What follows belongs to an exercise in optimizing a design on an open flow for small area, a short achievable clock period and few clock cycles per item; a production flow would make more cautious choices.
Function was checked by simulation only, so behaviour that the tests miss may differ from the original.
No activity file was given, so power comes from the tool's default toggle rates.

== job 2064 ==
==> flow/design.v <==
module comparator #(
  parameter int DW = 16,
  parameter int IW = 2,
  parameter int HB = 3
) (
  input  logic [3:0][DW-1:0] val,
  input  logic [3:0][IW-1:0] idx,
  output logic [DW-1:0]      o_val,
  output logic [IW+1:0]      o_idx
);
  localparam int LB = DW - HB;
  function automatic logic greater(input logic [LB-1:0] a, input logic [LB-1:0] b);
    logic c;
    c = 1'b0;
    for (int k = 0; k < LB; k++) c = (a[k] & ~b[k]) | ((a[k] | ~b[k]) & c);
    greater = c;
  endfunction
  logic [3:0] cand;              
  logic       any;
  logic [3:0] bits;
  logic [3:0][3:0] beats;        
  logic [3:0] win;
  always_comb begin
    cand = 4'b1111;
    for (int k = DW - 1; k >= LB; k--) begin
      for (int i = 0; i < 4; i++) bits[i] = val[i][k];
      any  = |(cand & bits);
      cand = cand & (bits | {4{~any}});
    end
  end
  always_comb begin
    beats = '0;
    for (int i = 0; i < 4; i++)
      for (int j = i + 1; j < 4; j++) begin
        beats[i][j] = greater(val[i][LB-1:0], val[j][LB-1:0]);
        beats[j][i] = ~beats[i][j];
      end
    for (int i = 0; i < 4; i++) begin
      win[i] = cand[i];
      for (int j = 0; j < 4; j++)
        if (j != i) win[i] = win[i] & (~cand[j] | beats[i][j]);
    end
  end
  always_comb begin
    o_val = '0;
    for (int i = 0; i < 4; i++) o_val |= {DW{win[i]}} & val[i];
  end
  assign o_idx[IW+1] = win[3] | win[2];
  assign o_idx[IW]   = win[3] | win[1];
  always_comb begin
    o_idx[IW-1:0] = '0;
    for (int i = 0; i < 4; i++) o_idx[IW-1:0] |= {IW{win[i]}} & idx[i];
  end
endmodule
module argmax16 #(
  parameter bit REG_MID = 1    
) (
  input  logic         clk,
  input  logic         rstn,        
  input  logic         in_valid,
  input  logic [255:0] in_data,     
  output logic         out_valid,
  output logic [3:0]   out_idx
);
  logic [3:0][15:0] gval, gval_q;    
  logic [3:0][1:0]  gidx, gidx_q;    
  logic [3:0]       idx_c;
  logic [3:0][3:0]  gx;              
  logic [15:0]      unused_val;
  always_ff @(posedge clk or negedge rstn) begin
    if (!rstn) out_valid <= 1'b0;
    else       out_valid <= in_valid;
  end
  for (genvar g = 0; g < 4; g++) begin : g_grp
    comparator #(.DW(16), .IW(1)) u_grp (
      .val   (in_data[64*g +: 64]),
      .idx   ('0),
      .o_val (gval[g]),
      .o_idx (gx[g][2:0])
    );
    assign gx[g][3] = 1'b0;
    assign gidx[g]  = gx[g][2:1];
  end
  comparator #(.DW(16), .IW(2)) u_top (
    .val   (gval_q),
    .idx   (gidx_q),
    .o_val (unused_val),
    .o_idx (idx_c)
  );
  if (REG_MID) begin : g_mid
    always_ff @(posedge clk) begin
      gval_q <= gval;
      gidx_q <= gidx;
    end
    assign out_idx = idx_c;
  end else begin : g_out
    assign gval_q = gval;
    assign gidx_q = gidx;
    always_ff @(posedge clk) out_idx <= idx_c;
  end
endmodule
export LEC_CHECK = 0
export CAP_MARGIN = 20
export CORE_MARGIN = 2
export CORE_UTILIZATION = 55
export SETUP_SLACK_MARGIN = 5
export SLEW_MARGIN = 20
export TNS_END_PERCENT = 10
create_clock -name core_clock -period 8.5 [get_ports {clk}]
standard.sh (not shown) runs the stock make flow with config.mk's settings and CLKGATE_MAP_FILE= SYNTH_SCRIPT=/design/flow/synth_recipe.tcl, a recipe that flattens the netlist after the stock synthesis.
==> flow/flow/run.sh <==
#!/bin/bash
# Standard ORFS layout, with the port buffers made of sky130 buf cells
# instead of the delay buffer buffer_ports picks by default.
set -e
export BUFFER_PORTS_ARGS="-buffer_cell sky130_fd_sc_hd__buf_1"
bash standard.sh > standard.log 2>&1
Per the final summary, job 2064 finished and its layout is clean on timing, DRC and antenna.
Testbench counts of job 2064, summed over its fixed seeds: cycles 8,200, items 8,192.
Input-level comparison between job 9623 and job 2064:
- TNS_END_PERCENT no longer set, was 10
- SETUP_SLACK_MARGIN now 4, was 5
- CTS_BUF_LIST now sky130_fd_sc_hd__clkbuf_4 sky130_fd_sc_hd__clkbuf_8, previously not set
[summary]
Diff job 2064 -> job 9623 | growth of design area from synthesis to finish | decrease of 7.6 points
Looking only at amount of wire on met3 after detailed routing, and setting everything else aside, the higher value of job 9623 and job 2064 goes to job 2064.
Job 9623 against job 2064: minimum setup slack in the final design decreased by 6.9 ps relative to the old numbers; combinational power -about 7%; global-route usage decreased 0.60 points; clock group share of total power down 3.9 points.
Changes observed in job 9623 relative to job 2064: worst hold slack fell by 45 ps, power consumption fell by 9.4%.
| cell area after layout | job 9623 vs job 2064 | better |
Leakage power figure was lower in the run labelled job 9623.
[inputs] job 8417 vs job 9623
- removing CTS_BUF_LIST (formerly sky130_fd_sc_hd__clkbuf_4 sky130_fd_sc_hd__clkbuf_8)
## What came out
Job 8417 ends up with higher post-route cell area than job 9623 does.
Compared with job 9623, job 8417 shows final cell utilization of the core higher by 0.45 points.
Sequential share of layout area: job 9623 vs job 8417, no meaningful difference
Job 8417: area growth from synthesis to layout higher than job 9623
#### Input delta (job 8736 over job 8417)
- putting CTS_BUF_LIST at sky130_fd_sc_hd__clkbuf_8 sky130_fd_sc_hd__clkbuf_16 where nothing was set
- putting CTS_CLUSTER_DIAMETER at 150 where nothing was set
- putting CTS_CLUSTER_SIZE at 40 where nothing was set
==> run notes <==
For via count, job 8417 and job 8736 come out practically identical.
Summary of job 8736 over job 8417: internal power summed over all cells comparable, max-slew violation count has remained practically unchanged.
--- input diff job 8736..job 5411 ---
- clearing CTS_CLUSTER_DIAMETER, which used to be 150
- putting TNS_END_PERCENT at 10 where nothing was set
- swapping 4 for 4.5 in SETUP_SLACK_MARGIN
- clearing CTS_BUF_LIST, which used to be sky130_fd_sc_hd__clkbuf_8 sky130_fd_sc_hd__clkbuf_16
- clearing CTS_CLUSTER_SIZE, which used to be 40
### Flow results
- In terms of part of the cycle the worst path needs, job 5411 and job 8736 differ only marginally.
- The run with more routed wire is job 5411, not job 8736.
- Comparing job 5411 and job 8736, the higher count of non-CTS buffers in the layout was measured on job 5411.
- The worst setup slack before clock tree synthesis of job 5411 falls short of that of job 8736 by 56 ps.
- Critical path launch point = gval_q[9]: job 5411; critical path launch point = gval_q[54]: job 8736
- When the final numbers for job 5411 and job 8736 were put side by side, the hold slack turned out to be smaller in job 8736.


v22:
Another version of the RTL of argmax16 (not shown whole).
Size in the first run: about 73 flip-flops, roughly 260 I/O pins, ~0.011 sq mm of cells after synthesis.
clock: 8.5 ns
lec_check: 0
cap_margin: 20
core_margin: 2
core_utilization: 40
setup_slack_margin: 3.5
slew_margin: 20
Scripts as last shown in full above: flow/flow/run.sh
v22 completed every stage of the flow, and the final layout passed the timing, design-rule and antenna checks.
Testbench counts of v22, summed over its fixed seeds: cycles 8,200, items 8,192.
For v47, these inputs were changed with respect to v22:
- a change of CORE_UTILIZATION from 40 to 55
- a change of SETUP_SLACK_MARGIN from 3.5 to 4
- The standard cells in v47 occupy more silicon area than those in v22 do.
- For clock-pin slew on the worst setup and hold paths, v47 and v22 come out practically identical.
- Between v22 and v47, the cell count went down.
- Taking v22 as the reference point, the HPWL reported at the end of detailed placement of v47 falls by 6.7%.
- In v47 the final core area utilization turned out 18 points higher than in v22.
- v47 ended with more area of combinational cells with multiple inputs than v22.
- Met1 wire length, v47 vs v22: down by more than 10%
- Diff v22 -> v47: final cycle utilization of the critical path fell 1.9 points; routed wire length fell 2700 um.
The following lists how v46 was set up differently from v47:
- swapping 55 for 40 in CORE_UTILIZATION
Notes after the runs:
Every stage of the flow completed for v46, and the final layout passed the timing, design-rule and antenna checks.
Against v47, v46 comes in 2.6 points higher on area growth from synthesis to layout.
The worst slack on hold paths in v46 was lower than what v47 gave.
Combined global-route utilization of all metal layers: v46 < v47
v46: combinational cell fraction of total power higher than v47
Against v47, v46 reports a highest clock frequency the design can meet that is lower.
Delta (v46 minus v47): final instance area picked up an extra 2.3%; critical path depth picked up an extra 1; clock period minus final worst setup slack picked up an extra 0.052 ns.
#### Input delta (v14 over v46)
- swapping 40 for 62 in CORE_UTILIZATION
Notes after the runs:
v14 has number of cells in the design after placement below what v46 had.
Relative to v46, detailed-routing iteration count for the pre-antenna-repair pass has increased by 2 in v14.
Of v46 and v14, v14 shows the lower non-clock buffer count, with v46 above it.
v46 → v14: fraction of the mapped netlist area in compound gates about even, area of the multi-input gates closely matched the old numbers, relative slew slack went down, clock group share of total power now smaller.
Inputs modified between v14 and v48:
- changing SETUP_SLACK_MARGIN from 4 to 5
- changing CORE_UTILIZATION from 62 to 40
==> flow/flow/run.sh <==
#!/bin/bash
# Standard ORFS layout, with the port buffers made of sky130 buf cells
# instead of the delay buffer buffer_ports picks by default.
set -e
export BUFFER_PORTS_ARGS="-buffer_cell sky130_fd_sc_hd__buf_2"
bash standard.sh > standard.log 2>&1
==> comparison <==
v14 reached the final stage; the timing, design-rule and antenna checks on its layout passed.
The flow did not stop early for v48: all stages ran, and the layout cleared the timing, design-rule and antenna checks.
Layout net count went up by a few percent going from v14 to v48.
v48 vs. v14: final critical-path required period rose by 0.049 ns; sequential share of layout area went down; area enclosed by the die boundary rose 53%; final critical-path share of the clock period saw an increase; final cell area excluding filler cells picked up an extra 0.0036 sq mm.
v48 ends up with a worst relative slew slack that is 1.4 points lower than in v14.
Changes in v16 relative to v48:
- SETUP_SLACK_MARGIN now 4, was 5
Findings:
- From v48 to v16 the numbers moved as follows: via count down 1249; total power now smaller; final HPWL from detailed placement shows a reduction of about 0.9%; worst setup slack picked up an extra 0.015 ns; placement row count comparable.
- On number of cells in the design after placement, v16 tracks v48 almost exactly.
- v16 reports a lower data-path buffer share of cell area in the final layout than v48 does.
- Non-clock buffer count (v16 over v48): decrease, 92
- Global-route wire length before repair, v48 and v16: lower on v16
- The final layouts of v48 and v16 pass the timing, design-rule and antenna checks.
- The standard cells in v16 occupy less silicon area than those in v48 do.


Another version of the RTL of argmax16 (not shown whole).
Size in the first run: about 1500 cells after synthesis, about 70 flip-flops, ~260 I/O pins.
export LEC_CHECK = 0
export CAP_MARGIN = 20
export CORE_MARGIN = 2
export CORE_UTILIZATION = 55
export CTS_BUF_LIST = sky130_fd_sc_hd__clkbuf_4 sky130_fd_sc_hd__clkbuf_8
export SETUP_SLACK_MARGIN = 4.6
export SLEW_MARGIN = 20
create_clock -name core_clock -period 8.5 [get_ports {clk}]
==> flow/flow/run.sh <==
#!/bin/bash
# Standard ORFS layout, with the port buffers made of sky130 buf cells
# instead of the delay buffer buffer_ports picks by default.
set -e
export BUFFER_PORTS_ARGS="-buffer_cell sky130_fd_sc_hd__buf_1"
bash standard.sh > standard.log 2>&1
The first run produced a clean layout.
Testbench counts at the start, summed over its fixed seeds: cycles 8,208, items 8,192.
Edit:
--- a/flow/config.mk
+++ b/flow/config.mk
@@ -8,6 +8,6 @@
 export CAP_MARGIN = 20
 export CORE_MARGIN = 2
-export CORE_UTILIZATION = 55
+export CORE_UTILIZATION = 48
 export CTS_BUF_LIST = sky130_fd_sc_hd__clkbuf_4 sky130_fd_sc_hd__clkbuf_8
-export SETUP_SLACK_MARGIN = 4.6
+export SETUP_SLACK_MARGIN = 4.3
 export SLEW_MARGIN = 20
Outcome: The new run went through all stages and came out clean. Non-clock buffer count goes down by 25. Synthesized cell count stays the same. Area after synthesis does not change. Power falls by 5.0%. Count of clock-buffer cells in the layout stays the same. Combinational power is lower by about 10%. Global-route usage came out lower by 4.5 points. Critical path depth stays the same. Final area goes down by 7.7%. Setup slack loses 0.13 ns. Clock power stays flat.
Edit:
--- a/flow/config.mk
+++ b/flow/config.mk
@@ -8,6 +8,6 @@
 export CAP_MARGIN = 20
 export CORE_MARGIN = 2
-export CORE_UTILIZATION = 48
+export CORE_UTILIZATION = 55
 export CTS_BUF_LIST = sky130_fd_sc_hd__clkbuf_4 sky130_fd_sc_hd__clkbuf_8
-export SETUP_SLACK_MARGIN = 4.3
+export SETUP_SLACK_MARGIN = 4.4
 export SLEW_MARGIN = 20
=> The changed run went through all stages and came out clean. Clock-buffer cell count climbs by 3. Utilization came out higher by 8.2 points. Final cell count drops by about 1.9%. Via count went up by about 0.5%.
Edit:
--- a/flow/config.mk
+++ b/flow/config.mk
@@ -10,4 +10,5 @@
 export CORE_UTILIZATION = 55
 export CTS_BUF_LIST = sky130_fd_sc_hd__clkbuf_4 sky130_fd_sc_hd__clkbuf_8
-export SETUP_SLACK_MARGIN = 4.4
+export GPL_ROUTABILITY_DRIVEN = 0
+export SETUP_SLACK_MARGIN = 4.3
 export SLEW_MARGIN = 20
Outcome:
- hold slack stays flat
- clock skew came out higher by 0.0036 ns
- setup slack is worse by 0.10 ns
- sequential power hardly moves
Edit:
--- a/flow/config.mk
+++ b/flow/config.mk
@@ -10,5 +10,4 @@
 export CORE_UTILIZATION = 55
 export CTS_BUF_LIST = sky130_fd_sc_hd__clkbuf_4 sky130_fd_sc_hd__clkbuf_8
-export GPL_ROUTABILITY_DRIVEN = 0
 export SETUP_SLACK_MARGIN = 4.3
 export SLEW_MARGIN = 20
What happened: Design area shrinks slightly. Utilization drops by 0.87 points. Via count is lower slightly. Die area does not change. Routed wire length came out higher slightly. Global-route usage is about the same. Critical path depth is unchanged. Final cell count is lower slightly. Non-clock buffer count falls by 9.
Edit:
--- a/flow/config.mk
+++ b/flow/config.mk
@@ -10,4 +10,5 @@
 export CORE_UTILIZATION = 55
 export CTS_BUF_LIST = sky130_fd_sc_hd__clkbuf_4 sky130_fd_sc_hd__clkbuf_8
+export GPL_TIMING_DRIVEN = 0
 export SETUP_SLACK_MARGIN = 4.3
 export SLEW_MARGIN = 20
Result: Utilization came out higher by 2.2 points. Sequential cell count is unchanged. Design area came out higher by a few percent. Non-clock buffer count came out higher by 35. Worst setup slack is worse by 0.033 ns. First-iteration DRC count came out higher by roughly a tenth.


Another version of the RTL of argmax16 (not shown whole).
For scale: about 1,500 cells after synthesis, roughly 260 I/O pins.
clock: 8.5 ns
lec_check: 0
cap_margin: 20
core_margin: 2
core_utilization: 55
cts_buf_list: sky130_fd_sc_hd__clkbuf_4 sky130_fd_sc_hd__clkbuf_8
setup_slack_margin: 4
slew_margin: 20
Scripts as last shown in full above: flow/flow/run.sh
The starting point completed without violations.
Testbench counts at the start, summed over its fixed seeds: cycles 8,208, items 8,192.
Change:
- SETUP_SLACK_MARGIN: 4 -> 4.6
After rerunning: The new run completed with no timing, DRC or antenna violations; final cell count rose by a few percent; power rose by a little under a tenth; wire length rose by a little under a tenth.
Change:
- SETUP_SLACK_MARGIN: 4.6 -> 4.3
Sequential cell count stays the same. Clock skew decreases by 6.6 ps. Worst setup slack gets worse by 58 ps. Count of clock-buffer cells in the layout does not change.


## build 25
RTL: one of the versions met above, not the one the previous note started from.
Size: about 1600 cells after synthesis, roughly 260 I/O pins, roughly 11000 um^2 of cells after synthesis.
export LEC_CHECK = 0
export CAP_MARGIN = 20
export CORE_MARGIN = 2
export CORE_UTILIZATION = 40
export SETUP_SLACK_MARGIN = 5
export SLEW_MARGIN = 20
create_clock -name core_clock -period 8.5 [get_ports {clk}]
Scripts as last shown in full above: flow/flow/run.sh
Testbench counts of build 25, summed over its fixed seeds: cycles 8,200, items 8,192.
> inputs changed (build 25 -> trial 61)
Settings: clearing SETUP_SLACK_MARGIN, which used to be 5.
Notes after the runs:
Trial 61 vs. build 25: critical path depth went down by 1, wire length of the first global-routing pass went down by about 9%.
On final design area excluding fillers, the higher figure sits with build 25, not trial 61.
Trial 61 does better than build 25 on routed wire length.
Measured against each other, trial 61 and build 25 differ in clock network fraction of design power, the lower figure coming from build 25.


RTL: one of the versions met above, not the one the previous note started from.
For scale: ~70 flip-flops, roughly 260 I/O pins, ~10,000 sq um of cells after synthesis.
==> flow/config.mk <==
export PLATFORM = sky130hd
export DESIGN_NAME = argmax16
export DESIGN_NICKNAME = argmax16
export VERILOG_FILES = /design/flow/design.v
export SDC_FILE = /design/flow/constraint.sdc
export NUM_CORES = 4
export LEC_CHECK = 0
export CAP_MARGIN = 20
export CORE_MARGIN = 2
export CORE_UTILIZATION = 55
export CTS_BUF_LIST = sky130_fd_sc_hd__clkbuf_4 sky130_fd_sc_hd__clkbuf_8
export SETUP_SLACK_MARGIN = 4.3
export SLEW_MARGIN = 20
export TNS_END_PERCENT = 50
==> flow/constraint.sdc <==
create_clock -name core_clock -period 8.5 [get_ports {clk}]
set_input_delay 1.7000 -clock core_clock [delete_from_list [all_inputs] [get_ports {clk}]]
set_output_delay 1.7000 -clock core_clock [all_outputs]
set_load 0.01 [all_outputs]
Scripts as last shown in full above: flow/flow/run.sh
The first run completed with no timing, DRC or antenna violations.
Testbench counts at the start, summed over its fixed seeds: cycles 8,208, items 8,192.
Next try:
--- a/flow/config.mk
+++ b/flow/config.mk
@@ -11,4 +11,4 @@
 export CTS_BUF_LIST = sky130_fd_sc_hd__clkbuf_4 sky130_fd_sc_hd__clkbuf_8
+export PLACE_DENSITY = 0.75
 export SETUP_SLACK_MARGIN = 4.3
 export SLEW_MARGIN = 20
-export TNS_END_PERCENT = 50
Effect: Routed wire length is about the same. Die area stays the same. Global-route usage came out lower by 0.15 points. Cell area goes up by 1.5%. Final cell count barely changes. Hold slack is better by 8.3 ps. Flip-flop and latch count does not change. Clock skew is about the same. Core utilization increases by 0.96 points. Setup slack loses 8.2 ps. Synthesized cell count stays the same.
Next try:
--- a/flow/flow/run.sh
+++ b/flow/flow/run.sh
@@ -4,3 +4,3 @@
 set -e
-export BUFFER_PORTS_ARGS="-buffer_cell sky130_fd_sc_hd__buf_1"
+export BUFFER_PORTS_ARGS="-buffer_cell sky130_fd_sc_hd__buf_2"
 bash standard.sh > standard.log 2>&1
--- a/flow/config.mk
+++ b/flow/config.mk
@@ -11,3 +11,2 @@
 export CTS_BUF_LIST = sky130_fd_sc_hd__clkbuf_4 sky130_fd_sc_hd__clkbuf_8
-export PLACE_DENSITY = 0.75
 export SETUP_SLACK_MARGIN = 4.3
Via count increases by 0.46%. Fmax hardly moves. Clock power increases by 15%. Count of clock-buffer cells in the layout increases by 2. Routed wire length hardly moves. Synthesized cell count stays the same. Utilization increases by 1.1 points. Clock skew increases by 5.6 ps. Sequential share of layout area decreases by 0.19 points. Design area increases by 1.7%. Power increases by 2.9%.

static timing again, ports no longer ideal:
How much do the figures lean on ideal ports? The routed layouts below were timed once more, with nothing changed but the port constraints. Step 1 sets driving cells, clkbuf_16 on the clock port and buf_2 on the other inputs (assumed; they add their load-dependent delay and slew). Step 2, shift: input delay + t, output delay - t, t = (earliest + latest rising clock arrival at the registers) / 2. This alone moves slack from input paths to output paths. Slacks: ideal ports / drivers / drivers and shift; pairs: ideal ports / drivers.
run	t, ns	setup WS [ns]	slew at the worst register clock pin (ns)
job 2064	0.381	3.771 / 3.727 / 3.475	0.07 / 0.07
job 9623	0.412	3.764 / 3.726 / 3.705	0.10 / 0.10
job 8417	0.390	3.770 / 3.726 / 3.738	0.07 / 0.07
job 8736	0.390	3.770 / 3.726 / 3.738	0.07 / 0.07
job 5411	0.380	3.772 / 3.729 / 3.485	0.07 / 0.07
v22	0.387	3.583 / 3.536 / 3.294	0.06 / 0.06
v47	0.368	3.749 / 3.714 / 3.790	0.06 / 0.06
v46	0.385	3.696 / 3.649 / 3.757	0.06 / 0.06
v14	0.377	3.799 / 3.761 / 3.610	0.06 / 0.06
v48	0.384	3.749 / 3.708 / 4.092	0.06 / 0.06
v16	0.392	3.764 / 3.717 / 3.675	0.07 / 0.07
the first run of note 3	0.408	4.470 / 4.467 / 4.059	0.08 / 0.08
the second run of note 3	0.404	4.339 / 4.357 / 3.952	0.09 / 0.09
the third run of note 3	0.404	4.429 / 4.451 / 4.047	0.08 / 0.08
the fourth run of note 3	0.408	4.328 / 4.333 / 3.925	0.09 / 0.09
the fifth run of note 3	0.421	4.342 / 4.354 / 3.933	0.08 / 0.08
the sixth run of note 3	0.385	4.310 / 4.329 / 3.944	0.07 / 0.07
the first run of note 4	0.411	4.103 / 4.122 / 3.710	0.09 / 0.09
the second run of note 4	0.426	4.325 / 4.341 / 3.915	0.10 / 0.10
the third run of note 4	0.412	4.267 / 4.269 / 3.857	0.09 / 0.09
build 25	0.385	3.767 / 3.724 / 4.109	0.06 / 0.06
trial 61	0.387	3.115 / 3.068 / 3.313	0.06 / 0.06
the first run of note 6	0.423	4.324 / 4.326 / 3.903	0.08 / 0.08
the second run of note 6	0.401	4.316 / 4.333 / 3.932	0.08 / 0.08
the third run of note 6	0.396	4.323 / 4.346 / 3.950	0.08 / 0.08
After both steps every run listed still meets setup and hold. For the first run of note 6, which loses most, drivers alone change the setup slack by +0.002 ns; drivers and shift together by -0.421 ns.
